What follows belongs to an exercise in optimizing a design on an open flow for small area and a short achievable clock period; a production flow would make more cautious choices. Only simulation tests tie the RTL to the original design; equivalence was not proved.

== run 1 ==
==> flow/design.v (excerpt) <==
module SRGL(
    input wire clk,
    input wire reset,
    input wire mov,
    input wire signed [31:0] mpu_valor,
    input wire [7:0] letra_base,
    input wire mpu_valid,
    output reg ready,
    output reg [7:0] letra_final
);
==> flow/config.mk <==
export PLATFORM = sky130hd
export DESIGN_NAME = SRGL
export DESIGN_NICKNAME = SRGL
export VERILOG_FILES = /design/flow/design.v
export SDC_FILE = /design/flow/constraint.sdc
export NUM_CORES = 4
export LEC_CHECK = 0
export ABC_AREA = 1
export CAP_MARGIN = 20
export CORE_MARGIN = 2
export CORE_UTILIZATION = 65
export SLEW_MARGIN = 20
export SYNTH_HIERARCHICAL = 1
export SYNTH_MINIMUM_KEEP_SIZE = 0
==> flow/constraint.sdc <==
create_clock -name core_clock -period 90.0 [get_ports {clk}]
set_input_delay 18.0000 -clock core_clock [delete_from_list [all_inputs] [get_ports {clk}]]
set_output_delay 18.0000 -clock core_clock [all_outputs]
set_load 0.01 [all_outputs]
run.sh (not shown) runs the stock make flow with config.mk's settings and CLKGATE_MAP_FILE= SYNTH_SCRIPT=/design/flow/synth_recipe.tcl, a recipe that flattens the netlist after the stock synthesis.
diff inputs: run 1 => run 2
--- a/flow/config.mk
+++ b/flow/config.mk
@@ -10,3 +10,3 @@
 export CORE_MARGIN = 2
-export CORE_UTILIZATION = 65
+export CORE_UTILIZATION = 40
 export SLEW_MARGIN = 20
## What came out
Changes in run 3 relative to run 2:
--- a/flow/config.mk
+++ b/flow/config.mk
@@ -10,3 +10,5 @@
 export CORE_MARGIN = 2
-export CORE_UTILIZATION = 40
+export CORE_UTILIZATION = 65
+export CTS_BUF_LIST = sky130_fd_sc_hd__clkbuf_8
+export CTS_CLUSTER_SIZE = 30
 export SLEW_MARGIN = 20
Notes after the runs:
In the reports for run 2 and run 3, the smaller worst setup slack belongs to run 3. [run 3] layout overhead on the synthesized area fell 1.7 points relative to run 2. Compared to run 2, the routing of run 3 uses less wire. Compared with run 2, run 3 shows a higher final critical-path share of the clock period. Higher sequential share of layout area goes to run 3 over run 2. Lower global-route usage was reported by run 2, not run 3. Run 3 vs run 2: final cell count down by more than 10%.
Modified inputs, run 4 compared to run 3
--- a/flow/config.mk
+++ b/flow/config.mk
@@ -11,4 +11,3 @@
 export CORE_UTILIZATION = 65
-export CTS_BUF_LIST = sky130_fd_sc_hd__clkbuf_8
-export CTS_CLUSTER_SIZE = 30
+export CTS_BUF_LIST = sky130_fd_sc_hd__clkbuf_4
 export SLEW_MARGIN = 20
==> results.txt <==
- Compared to run 3, run 4 leaves less free space in the core.
- Between run 4 and run 3, it is run 4 whose area added between synthesis and finish is higher, by 0.58 points.
- Critical path data arrival time delta for run 4 relative to run 3: 0.09 ns lower
- Looking at global-route usage across run 3 and run 4, the one that comes out lower is run 3.
- Changes observed in run 4 relative to run 3: final cycle utilization of the critical path fell by 0.39 points; worst slew slack as a fraction of its limit down 1.9 points; worst hold slack after final layout went down by 0.017 ns; required time reported for the critical path endpoint +0.27 ns; setup slack went up by 0.35 ns.
- Diff run 3 and run 4: length of routed met3 wiring higher in run 4


Another version of the RTL of SRGL (not shown whole).
For scale: about 3900 cells after synthesis, about 53 I/O pins.
Settings: LEC_CHECK=0, ABC_AREA=1, CAP_MARGIN=20, CORE_MARGIN=2, CORE_UTILIZATION=65, CTS_CLUSTER_DIAMETER=80, CTS_CLUSTER_SIZE=30, PLACE_DENSITY=0.88, SLEW_MARGIN=20, SYNTH_HIERARCHICAL=1, SYNTH_MINIMUM_KEEP_SIZE=0; clock period 90.0 ns.
The baseline completed with no timing, DRC or antenna violations.
Then changed:
Settings changed: PLACE_DENSITY 0.88 to default.
After rerunning:
- The new run passed the timing, DRC and antenna checks
- first-iteration DRC count decreases by 24%
- cell count barely changes
- worst hold slack loses 0.014 ns
Then changed:
Settings changed: ABC_AREA 1 to 0.
Result:
- area after synthesis went up by 0.48%
- global-route usage barely changes
- setup slack is worse by 0.21 ns
- cell count went down by 2.0%
- register-to-register slack is about the same
Then changed:
Settings changed: ABC_AREA 0 to 1, PLACE_DENSITY from default to 0.75.
Flip-flop and latch count stays the same. Worst hold slack gains 0.028 ns. Worst setup slack gains 0.71 ns. Sequential share of layout area goes up by 0.23 points. Area after synthesis goes down by 0.48%. Cell count goes up by 2.1%. Utilization goes up by 0.37 points. Synthesized cell count goes up by 2.8%.


Setup of job 4876:
SRGL, a different RTL version from the one above (not shown whole).
For scale: about 470 flip-flops, about 44000 um2 of cells after synthesis.
## SRGL
module SRGL(
    input wire clk,
    input wire reset,
    input wire mov,
    input wire signed [31:0] mpu_valor,
    input wire [7:0] letra_base,
    input wire mpu_valid,
    output reg ready,
    output reg [7:0] letra_final
);
reg [4:0] write_ptr;
reg buffer_full;
reg [13:0] sr0;
reg [13:0] sr1;
reg [13:0] sr2;
reg [13:0] sr3;
reg [13:0] sr4;
reg [13:0] sr5;
reg [13:0] sr6;
reg [13:0] sr7;
reg [13:0] sr8;
reg [13:0] sr9;
reg [13:0] sr10;
reg [13:0] sr11;
reg [13:0] sr12;
reg [13:0] sr13;
reg [13:0] sr14;
reg [13:0] sr15;
reg [13:0] sr16;
reg [13:0] sr17;
reg [13:0] sr18;
reg [13:0] sr19;
reg [13:0] sr20;
reg [13:0] sr21;
reg [13:0] sr22;
reg [13:0] sr23;
reg [13:0] sr24;
reg [13:0] sr25;
reg [13:0] sr26;
reg [13:0] sr27;
reg [13:0] sr28;
reg [13:0] sr29;
reg [20:0] acc;         
reg signed [6:0] hmin, hmax;  
wire en = mpu_valid & ~buffer_full;
wire first = (write_ptr == 5'd0);
wire [15:0] x = mpu_valor[15:0];
wire signed [6:0] xh = mpu_valor[15:9];
always @(posedge clk or posedge reset) begin
    if (reset) begin
        write_ptr <= 5'd0;
        buffer_full <= 1'b0;
    end else begin
        if (en) begin
            if (write_ptr == 5'd29) buffer_full <= 1'b1;
            else write_ptr <= write_ptr + 5'd1;
        end
        if (!mov) begin
            write_ptr <= 5'd0;
            buffer_full <= 1'b0;
        end
    end
end
wire [20:0] acc_base = first ? 21'd0 : acc;
wire [20:0] acc_next;
always @(posedge clk) begin
    if (en) begin
        sr0 <= ~x[13:0];
        sr1 <= sr0;
        sr2 <= sr1;
        sr3 <= sr2;
        sr4 <= sr3;
        sr5 <= sr4;
        sr6 <= sr5;
        sr7 <= sr6;
        sr8 <= sr7;
        sr9 <= sr8;
        sr10 <= sr9;
        sr11 <= sr10;
        sr12 <= sr11;
        sr13 <= sr12;
        sr14 <= sr13;
        sr15 <= sr14;
        sr16 <= sr15;
        sr17 <= sr16;
        sr18 <= sr17;
        sr19 <= sr18;
        sr20 <= sr19;
        sr21 <= sr20;
        sr22 <= sr21;
        sr23 <= sr22;
        sr24 <= sr23;
        sr25 <= sr24;
        sr26 <= sr25;
        sr27 <= sr26;
        sr28 <= sr27;
        sr29 <= sr28;
        acc <= acc_next;
        hmin <= (first || xh < hmin) ? xh : hmin;
        hmax <= (first || xh > hmax) ? xh : hmax;
    end
end
wire neg = acc[20];
wire [6:0] nsum = acc[3:0] + acc[7:4] + acc[11:8] + acc[15:12] + acc[19:16] + (neg ? 7'd14 : 7'd0);
  ...
Settings: LEC_CHECK=0, ABC_AREA=0, CAP_MARGIN=20, CORE_MARGIN=2, CORE_UTILIZATION=80, CTS_CLUSTER_DIAMETER=80, CTS_CLUSTER_SIZE=30, SLEW_MARGIN=20, SYNTH_HIERARCHICAL=1, SYNTH_MINIMUM_KEEP_SIZE=0; clock period 90.0 ns.
Job 4876: PASS, flow complete, no timing, DRC or antenna violations
#### Input delta (job 7553 over job 4876)
Settings: swapping 80 for 65 in CORE_UTILIZATION; swapping 0 for 1 in ABC_AREA.
==> comparison <==
Comparing job 4876 and job 7553, the higher number of nets in the synthesized netlist is on job 7553.
The run showing the smaller wire length is job 7553.
Compared with job 4876, in job 7553 met3 track demand over resource fell by 3.5 points; core utilization saw a decrease.
Number of buffer and inverter instances along the worst setup path ended up 4 higher on job 7553 than on job 4876.


## epsilon
SRGL, a different RTL version from the one above (not shown whole).
For scale: ~53 I/O pins.
export LEC_CHECK = 0
export ABC_AREA = 1
export CAP_MARGIN = 20
export CORE_MARGIN = 2
export CORE_UTILIZATION = 75
export CTS_CLUSTER_DIAMETER = 80
export CTS_CLUSTER_SIZE = 30
export PLACE_DENSITY = 0.8
export SLEW_MARGIN = 20
export SYNTH_HIERARCHICAL = 1
export SYNTH_MINIMUM_KEEP_SIZE = 0
create_clock -name core_clock -period 90.0 [get_ports {clk}]
Inputs modified between epsilon and beta:
- CORE_UTILIZATION: 75 -> 65
- PLACE_DENSITY: 0.8 -> 0.75
### Flow results
Re sequential cell count: no difference whatsoever between epsilon and beta.
From epsilon to beta the numbers moved as follows: number of top-level pins barely changed; final number of max-transition violations barely changed; final worst hold slack barely changed; die height climbed 19 microns.
In the tables for beta and epsilon, global-route track usage on met3 reads higher with epsilon.
Going from epsilon to beta, clock network area share shows a reduction of 0.37 points, total routing resource utilization after global routing shows a reduction of 7.0 points.

[re-timing with driven ports]
No port has a modelled driver above. Below, the same layouts with a new extraction and two added sets of constraints.
Step 1 (the two cells are an assumption about what drives the block):
set clk [get_ports {clk}]
set_driving_cell -lib_cell sky130_fd_sc_hd__clkbuf_16 $clk
set_driving_cell -lib_cell sky130_fd_sc_hd__buf_2 [delete_from_list [all_inputs] $clk]
Step 2 also shifts input and output timing later by t, the mid clock arrival at the registers, as if the neighbouring blocks saw the same clock.
Three values: no drivers, after step 1, after step 2; two values: the first two.
run	t (ns)	slack for setup (ns)	pins driven straight from the clock port
run 1	0.684	56.949 / 56.995 / 56.311	1
run 2	0.702	57.307 / 57.351 / 56.649	1
run 3	0.752	57.031 / 57.076 / 56.323	1
run 4	1.044	57.384 / 57.430 / 56.385	1
the first run of note 2	0.702	60.312 / 60.353 / 59.652	1
the second run of note 2	0.668	60.114 / 60.156 / 59.488	1
the third run of note 2	0.662	59.905 / 59.948 / 59.286	1
the fourth run of note 2	0.664	60.616 / 60.661 / 59.997	1
job 4876	0.655	57.376 / 57.411 / 56.756	1
job 7553	0.642	57.415 / 57.457 / 56.815	1
epsilon	0.656	60.244 / 60.274 / 59.618	1
beta	0.654	60.432 / 60.468 / 59.814	1
After both steps setup and hold are still met in every run listed. For run 4, which loses most, drivers alone change the setup slack by +0.046 ns; drivers and shift together by -0.999 ns.
